Context: an optimization exercise on an open-source flow, tuned for small area and a short achievable clock period. The choices shown serve that exercise and are no tape-out recipe.
Where RTL was checked, it was by simulation tests only, not by an equivalence proof against the original.
No activity file was given, so power comes from the tool's default toggle rates.

==> module Val2gen, before the edit <==
module Val2gen (
    input         m,
    input         I,
    input  [31:0] Val_RM,
    input  [11:0] imm,
    input  [11:0] shift_operand,
    output [31:0] Val2
);
wire [4:0] n   = shift_operand[11:7];
wire [1:0] st  = shift_operand[6:5];
wire       t_lsl = (st == 2'b00);
wire       nm    = ~m;
wire       sh    = nm & ~I;
wire [30:0] hi;
wire [31:0] lo;
genvar i;
generate
    for (i = 0; i < 31; i = i + 1) begin : g_hi
        reg rs;
        always @(*) begin
            case (st)
            2'b00:   rs = Val_RM[i+1];
            2'b01:   rs = 1'b0;
            2'b10:   rs = Val_RM[31];
            default: rs = Val_RM[i];
            endcase
        end
        if (i < 8) begin : g_i
            assign hi[i] = I ? imm[i] : rs;
        end else begin : g_z
            assign hi[i] = ~I & rs;
        end
    end
    for (i = 0; i < 32; i = i + 1) begin : g_lo
        if (i < 8)
            assign lo[i] = sh ? (~t_lsl & Val_RM[i]) : imm[i];
        else if (i < 12)
            assign lo[i] = sh ? (~t_lsl & Val_RM[i]) : (m & imm[i]);
        else if (i < 31)
            assign lo[i] = sh & ~t_lsl & Val_RM[i];
        else
            assign lo[i] = sh & (t_lsl ? Val_RM[0] : Val_RM[31]);
    end
endgenerate
wire [4:0] k = {5{nm}} & (I ? {imm[11:8], 1'b0} : (n ^ {5{t_lsl}}));
wire [62:0] s0 = {hi, lo};
wire [46:0] s4 = k[4] ? s0[62:16] : s0[46:0];
wire [38:0] s3 = k[3] ? s4[46:8]  : s4[38:0];
wire [34:0] s2 = k[2] ? s3[38:4]  : s3[34:0];
wire [32:0] s1 = k[1] ? s2[34:2]  : s2[32:0];
assign Val2    = k[0] ? s1[32:1]  : s1[31:0];
endmodule
Settings: LEC_CHECK=0, ABC_AREA=1, CAP_MARGIN=20, CORE_MARGIN=2, CORE_UTILIZATION=40, PLACE_DENSITY=0.6, SETUP_SLACK_MARGIN=3.6, SLEW_MARGIN=20; clock period 10.0 ns.
standard.sh (not shown) runs the stock make flow with config.mk's settings and CLKGATE_MAP_FILE= SYNTH_SCRIPT=/design/flow/synth_recipe.tcl, a recipe that flattens the netlist after the stock synthesis.
==> flow/flow/run.sh <==
#!/bin/bash
# Own layout flow: the standard ORFS flow (standard.sh) with these changes:
#  - synthesis maps with the ABC script in flow/abc.script (an area-oriented
#    mapping; OpenROAD's repair steps buffer and size the netlist later),
#  - the port buffers that global placement inserts are buf_1 cells,
#  - clock tree synthesis uses small buffers and no dummy loads.
# Everything else (synthesis script, floorplan, power grid, tap cells,
# placement, CTS, routing) is the standard flow. Each tool's output goes
# to the ORFS logs under orfs/logs; make's own output to flow_make.log.
set -euo pipefail
W=$(pwd)
rm -rf "$W/own_scripts"
cp -r "$FLOW_HOME/scripts" "$W/own_scripts"
cp "$W/flow/abc.script" "$W/own_scripts/abc_area.script"
export SCRIPTS_DIR="$W/own_scripts"
export BUFFER_PORTS_ARGS="-buffer_cell sky130_fd_sc_hd__buf_1"
# clock tree of clkbuf_4 and clkbuf_8 cells, and
# no dummy loads
export CTS_ARGS="-sink_clustering_enable -repair_clock_nets -buf_list \"sky130_fd_sc_hd__clkbuf_4 sky130_fd_sc_hd__clkbuf_8\" -dont_use_dummy_load"
bash "$W/standard.sh" > "$W/flow_make.log" 2>&1
==> flow/flow/abc.script <==
strash
dch
map -D 3500
buffer -c
upsize -c
dnsize -c
Next try:
--- a/flow/design.v
+++ b/flow/design.v
@@ -8,29 +8,22 @@
 );
 wire [4:0] n   = shift_operand[11:7];
 wire [1:0] st  = shift_operand[6:5];
 wire       t_lsl = (st == 2'b00);
+wire       t_ror = (st == 2'b11);
+wire       t_asr = (st == 2'b10);
 wire       nm    = ~m;
 wire       sh    = nm & ~I;
 wire [30:0] hi;
 wire [31:0] lo;
 genvar i;
 generate
     for (i = 0; i < 31; i = i + 1) begin : g_hi
-        reg rs;
-        always @(*) begin
-            case (st)
-            2'b00:   rs = Val_RM[i+1];
-            2'b01:   rs = 1'b0;
-            2'b10:   rs = Val_RM[31];
-            default: rs = Val_RM[i];
-            endcase
-        end
-        if (i < 8) begin : g_i
+        wire rs = (t_ror & Val_RM[i]) | (t_asr & Val_RM[31]) | (t_lsl & Val_RM[i+1]);
+        if (i < 8)
             assign hi[i] = I ? imm[i] : rs;
-        end else begin : g_z
+        else
             assign hi[i] = ~I & rs;
-        end
     end
     for (i = 0; i < 32; i = i + 1) begin : g_lo
         if (i < 8)
             assign lo[i] = sh ? (~t_lsl & Val_RM[i]) : imm[i];
What happened: Hold slack improved by 36 ps; sequential share of layout area stays flat; die area hardly moves; routed wire length goes up by 9.4%; utilization goes down by 0.14 points; worst setup slack improved by 15 ps; cell count goes down by 1.4%; total power goes up by 1.5%; combinational power goes up by about 2%; first-iteration DRC count goes up by 37%; design area stays flat; global-route usage goes up by 2.7 points; via count goes up by 1.9%; critical path depth goes down by 3.
Only the layout flow was run in the first run of this note; the RTL was not checked for function there.


arm_exe again, from the RTL that the note above started with.
export LEC_CHECK = 0
export ABC_AREA = 1
export CAP_MARGIN = 20
export CORE_MARGIN = 2
export CORE_UTILIZATION = 40
export PLACE_DENSITY = 0.6
export SETUP_SLACK_MARGIN = 3.8
export SLEW_MARGIN = 20
create_clock -name core_clock -period 10.0 [get_ports {clk}]
==> flow/flow/run.sh <==
#!/bin/bash
# Own layout flow: the standard ORFS flow (standard.sh) with these changes:
#  - synthesis maps with the ABC script in flow/abc.script (map with a
#    3.5 ns delay target and area recovery, in place of ORFS's own scripts),
#  - the port buffers that global placement inserts are buf_1 cells,
#  - clock tree synthesis uses small buffers and no dummy loads.
# Everything else (synthesis script, floorplan, power grid, tap cells,
# placement, CTS, routing) is the standard flow. Each tool's output goes
# to the ORFS logs under orfs/logs; make's own output to flow_make.log.
set -euo pipefail
W=$(pwd)
rm -rf "$W/own_scripts"
cp -r "$FLOW_HOME/scripts" "$W/own_scripts"
cp "$W/flow/abc.script" "$W/own_scripts/abc_area.script"
export SCRIPTS_DIR="$W/own_scripts"
export BUFFER_PORTS_ARGS="-buffer_cell sky130_fd_sc_hd__buf_1"
# clock tree of clkbuf_4 and clkbuf_8 cells, and
# no dummy loads
export CTS_ARGS="-sink_clustering_enable -repair_clock_nets -buf_list \"sky130_fd_sc_hd__clkbuf_4 sky130_fd_sc_hd__clkbuf_8\" -dont_use_dummy_load"
bash "$W/standard.sh" > "$W/flow_make.log" 2>&1
Scripts as last shown in full above: flow/flow/abc.script
Then changed:
--- a/flow/design.v
+++ b/flow/design.v
@@ -6,33 +6,26 @@
     input  [11:0] shift_operand,
     output [31:0] Val2
 );
 wire [4:0] n   = shift_operand[11:7];
 wire [1:0] st  = shift_operand[6:5];
 wire       t_lsl = (st == 2'b00);
+wire       t_ror = (st == 2'b11);
+wire       t_asr = (st == 2'b10);
 wire       nm    = ~m;
 wire       sh    = nm & ~I;
 wire [30:0] hi;
 wire [31:0] lo;
 genvar i;
 generate
     for (i = 0; i < 31; i = i + 1) begin : g_hi
-        reg rs;
-        always @(*) begin
-            case (st)
-            2'b00:   rs = Val_RM[i+1];
-            2'b01:   rs = 1'b0;
-            2'b10:   rs = Val_RM[31];
-            default: rs = Val_RM[i];
-            endcase
-        end
-        if (i < 8) begin : g_i
+        wire rs = (t_ror & Val_RM[i]) | (t_asr & Val_RM[31]) | (t_lsl & Val_RM[i+1]);
+        if (i < 8)
             assign hi[i] = I ? imm[i] : rs;
-        end else begin : g_z
+        else
             assign hi[i] = ~I & rs;
-        end
     end
     for (i = 0; i < 32; i = i + 1) begin : g_lo
         if (i < 8)
             assign lo[i] = sh ? (~t_lsl & Val_RM[i]) : imm[i];
         else if (i < 12)
             assign lo[i] = sh ? (~t_lsl & Val_RM[i]) : (m & imm[i]);
=>
- flip-flop and latch count is unchanged
- wire length is higher by a little under a tenth
- worst setup slack gains 140 ps
- global-route usage is higher by 2.7 points
- cell area is lower slightly
- non-clock buffer count is lower by 10
- area after synthesis hardly moves
- worst hold slack gains 39 ps
No functional check of the RTL was part of the first run of this note.


Setup of red:
arm_exe, a different RTL version from the one above (not shown whole).
Size in the first run: roughly 67 flip-flops, ~230 I/O pins.
==> module Val2gen, before the edit <==
module Val2gen (
    input         m,
    input         I,
    input  [31:0] Val_RM,
    input  [11:0] imm,
    input  [11:0] shift_operand,
    output [31:0] Val2
);
wire [4:0] n   = shift_operand[11:7];
wire [1:0] st  = shift_operand[6:5];
wire       t_lsl = (st == 2'b00);
wire       t_ror = (st == 2'b11);
wire       t_asr = (st == 2'b10);
wire       nm    = ~m;
wire       sh    = nm & ~I;
wire [30:0] hi;
wire [31:0] lo;
genvar i;
generate
    for (i = 0; i < 31; i = i + 1) begin : g_hi
        wire rs = (t_ror & Val_RM[i]) | (t_asr & Val_RM[31]) | (t_lsl & Val_RM[i+1]);
        if (i < 8)
            assign hi[i] = I ? imm[i] : rs;
        else
            assign hi[i] = ~I & rs;
    end
    for (i = 0; i < 32; i = i + 1) begin : g_lo
        if (i < 8)
            assign lo[i] = sh ? (~t_lsl & Val_RM[i]) : imm[i];
        else if (i < 12)
            assign lo[i] = sh ? (~t_lsl & Val_RM[i]) : (m & imm[i]);
        else if (i < 31)
            assign lo[i] = sh & ~t_lsl & Val_RM[i];
        else
            assign lo[i] = sh & (t_lsl ? Val_RM[0] : Val_RM[31]);
    end
endgenerate
wire [4:0] k = {5{nm}} & (I ? {imm[11:8], 1'b0} : (n ^ {5{t_lsl}}));
wire [62:0] s0 = {hi, lo};
wire [46:0] s4 = k[4] ? s0[62:16] : s0[46:0];
wire [38:0] s3 = k[3] ? s4[46:8]  : s4[38:0];
wire [34:0] s2 = k[2] ? s3[38:4]  : s3[34:0];
wire [32:0] s1 = k[1] ? s2[34:2]  : s2[32:0];
assign Val2    = k[0] ? s1[32:1]  : s1[31:0];
endmodule
clock: 10.0 ns
lec_check: 0
abc_area: 1
cap_margin: 20
core_margin: 2
core_utilization: 40
cts_buf_list: sky130_fd_sc_hd__clkbuf_4 sky130_fd_sc_hd__clkbuf_8
place_density: 0.6
setup_slack_margin: 3
slew_margin: 20
==> flow/flow/run.sh <==
#!/bin/bash
# Own layout flow: the standard ORFS flow (standard.sh) with two changes:
#  - synthesis maps with the ABC script in flow/abc.script (an area-oriented
#    mapping; OpenROAD's repair steps buffer and size the netlist later),
#  - the port buffers that global placement inserts are buf_1 cells.
# Everything else (synthesis script, floorplan, power grid, tap cells,
# placement, CTS, routing) is the standard flow. Each tool's output goes
# to the ORFS logs under orfs/logs; make's own output to flow_make.log.
set -euo pipefail
W=$(pwd)
rm -rf "$W/own_scripts"
cp -r "$FLOW_HOME/scripts" "$W/own_scripts"
cp "$W/flow/abc.script" "$W/own_scripts/abc_area.script"
export SCRIPTS_DIR="$W/own_scripts"
export BUFFER_PORTS_ARGS="-buffer_cell sky130_fd_sc_hd__buf_1"
bash "$W/standard.sh" > "$W/flow_make.log" 2>&1
==> flow/flow/abc.script <==
strash
dch
map -D 3000
buffer -c
upsize -c
dnsize -c
## Diff of input files: blue against red
diff --git a/flow/design.v b/flow/design.v
--- a/flow/design.v
+++ b/flow/design.v
@@ -7,36 +7,33 @@
     output [31:0] Val2
 );
 wire [4:0] n   = shift_operand[11:7];
 wire [1:0] st  = shift_operand[6:5];
-wire       t_lsl = (st == 2'b00);
-wire       t_ror = (st == 2'b11);
-wire       t_asr = (st == 2'b10);
-wire       nm    = ~m;
-wire       sh    = nm & ~I;
+wire       sh  = ~(m | I);
+wire       lsl = sh & (st == 2'b00);
+wire       ror = sh & (st == 2'b11);
+wire       asr = sh & (st == 2'b10);
+wire       rm_lo = sh & ~lsl;           
+wire [31:0] imx = {24'b0, imm[7:0]};
 wire [30:0] hi;
 wire [31:0] lo;
 genvar i;
 generate
     for (i = 0; i < 31; i = i + 1) begin : g_hi
-        wire rs = (t_ror & Val_RM[i]) | (t_asr & Val_RM[31]) | (t_lsl & Val_RM[i+1]);
-        if (i < 8)
-            assign hi[i] = I ? imm[i] : rs;
-        else
-            assign hi[i] = ~I & rs;
+        assign hi[i] = (ror & Val_RM[i]) | (asr & Val_RM[31]) | (lsl & Val_RM[i+1]) | (I & imx[i]);
     end
     for (i = 0; i < 32; i = i + 1) begin : g_lo
         if (i < 8)
-            assign lo[i] = sh ? (~t_lsl & Val_RM[i]) : imm[i];
+            assign lo[i] = (rm_lo & Val_RM[i]) | (~sh & imm[i]);
         else if (i < 12)
-            assign lo[i] = sh ? (~t_lsl & Val_RM[i]) : (m & imm[i]);
+            assign lo[i] = (rm_lo & Val_RM[i]) | (m & imm[i]);
         else if (i < 31)
-            assign lo[i] = sh & ~t_lsl & Val_RM[i];
+            assign lo[i] = rm_lo & Val_RM[i];
         else
-            assign lo[i] = sh & (t_lsl ? Val_RM[0] : Val_RM[31]);
+            assign lo[i] = (rm_lo & Val_RM[31]) | (lsl & Val_RM[0]);
     end
 endgenerate
-wire [4:0] k = {5{nm}} & (I ? {imm[11:8], 1'b0} : (n ^ {5{t_lsl}}));
+wire [4:0] k = m ? 5'd0 : I ? {imm[11:8], 1'b0} : lsl ? ~n : n;
 wire [62:0] s0 = {hi, lo};
 wire [46:0] s4 = k[4] ? s0[62:16] : s0[46:0];
 wire [38:0] s3 = k[3] ? s4[46:8]  : s4[38:0];
 wire [34:0] s2 = k[2] ? s3[38:4]  : s3[34:0];
[summary]
- Fmax for blue is lower than for red.
- blue reports its capture point of the worst path as ALU_out[22]$_DFF_PP0_ while red reports ALU_out[25]$_DFF_PP0_.
- Fraction of power consumed by combinational cells ended up 2.7 points lower on blue than on red.
- Summary: with red as the reference, routed wire length in blue moved up by a few percent.
- blue vs. red: number of nets in the layout saw a decrease, die outline area saw a decrease.
Function not checked in blue: the RTL went through the layout flow alone.

[re-timing with driven ports]
The flow's constraints put no driver on any port. The routed layouts listed below were extracted and timed again, unchanged, in two steps. Step 1 (the two cells are an assumption about what drives the block):
set clk [get_ports {clk}]
set_driving_cell -lib_cell sky130_fd_sc_hd__clkbuf_16 $clk
set_driving_cell -lib_cell sky130_fd_sc_hd__buf_2 [delete_from_list [all_inputs] $clk]
Step 2, shift: input delay + t, output delay - t, t = (earliest + latest rising clock arrival at the registers) / 2. This alone moves slack from input paths to output paths. Three values: ideal ports, drivers, drivers and shift; two values: the first two.
run	t, ns	slack for setup (ns)	clock arrival spread, ns	worst data-port slew with drivers (ns)
the first run of note 1	0.391	3.936 / 3.956 / 3.565	0.037 / 0.038	0.08
the second run of note 1	0.397	3.951 / 3.974 / 3.576	0.035 / 0.035	0.08
the first run of note 2	0.392	4.004 / 4.024 / 3.631	0.038 / 0.039	0.08
the second run of note 2	0.396	4.146 / 4.163 / 3.766	0.035 / 0.035	0.08
red	0.415	3.487 / 3.511 / 3.096	0.018 / 0.018	0.09
blue	0.413	3.389 / 3.410 / 2.997	0.026 / 0.025	0.07
After both steps every run listed still meets setup and hold. The setup slack of blue, which loses most, moves by +0.021 ns with the drivers and by -0.392 ns with both steps.
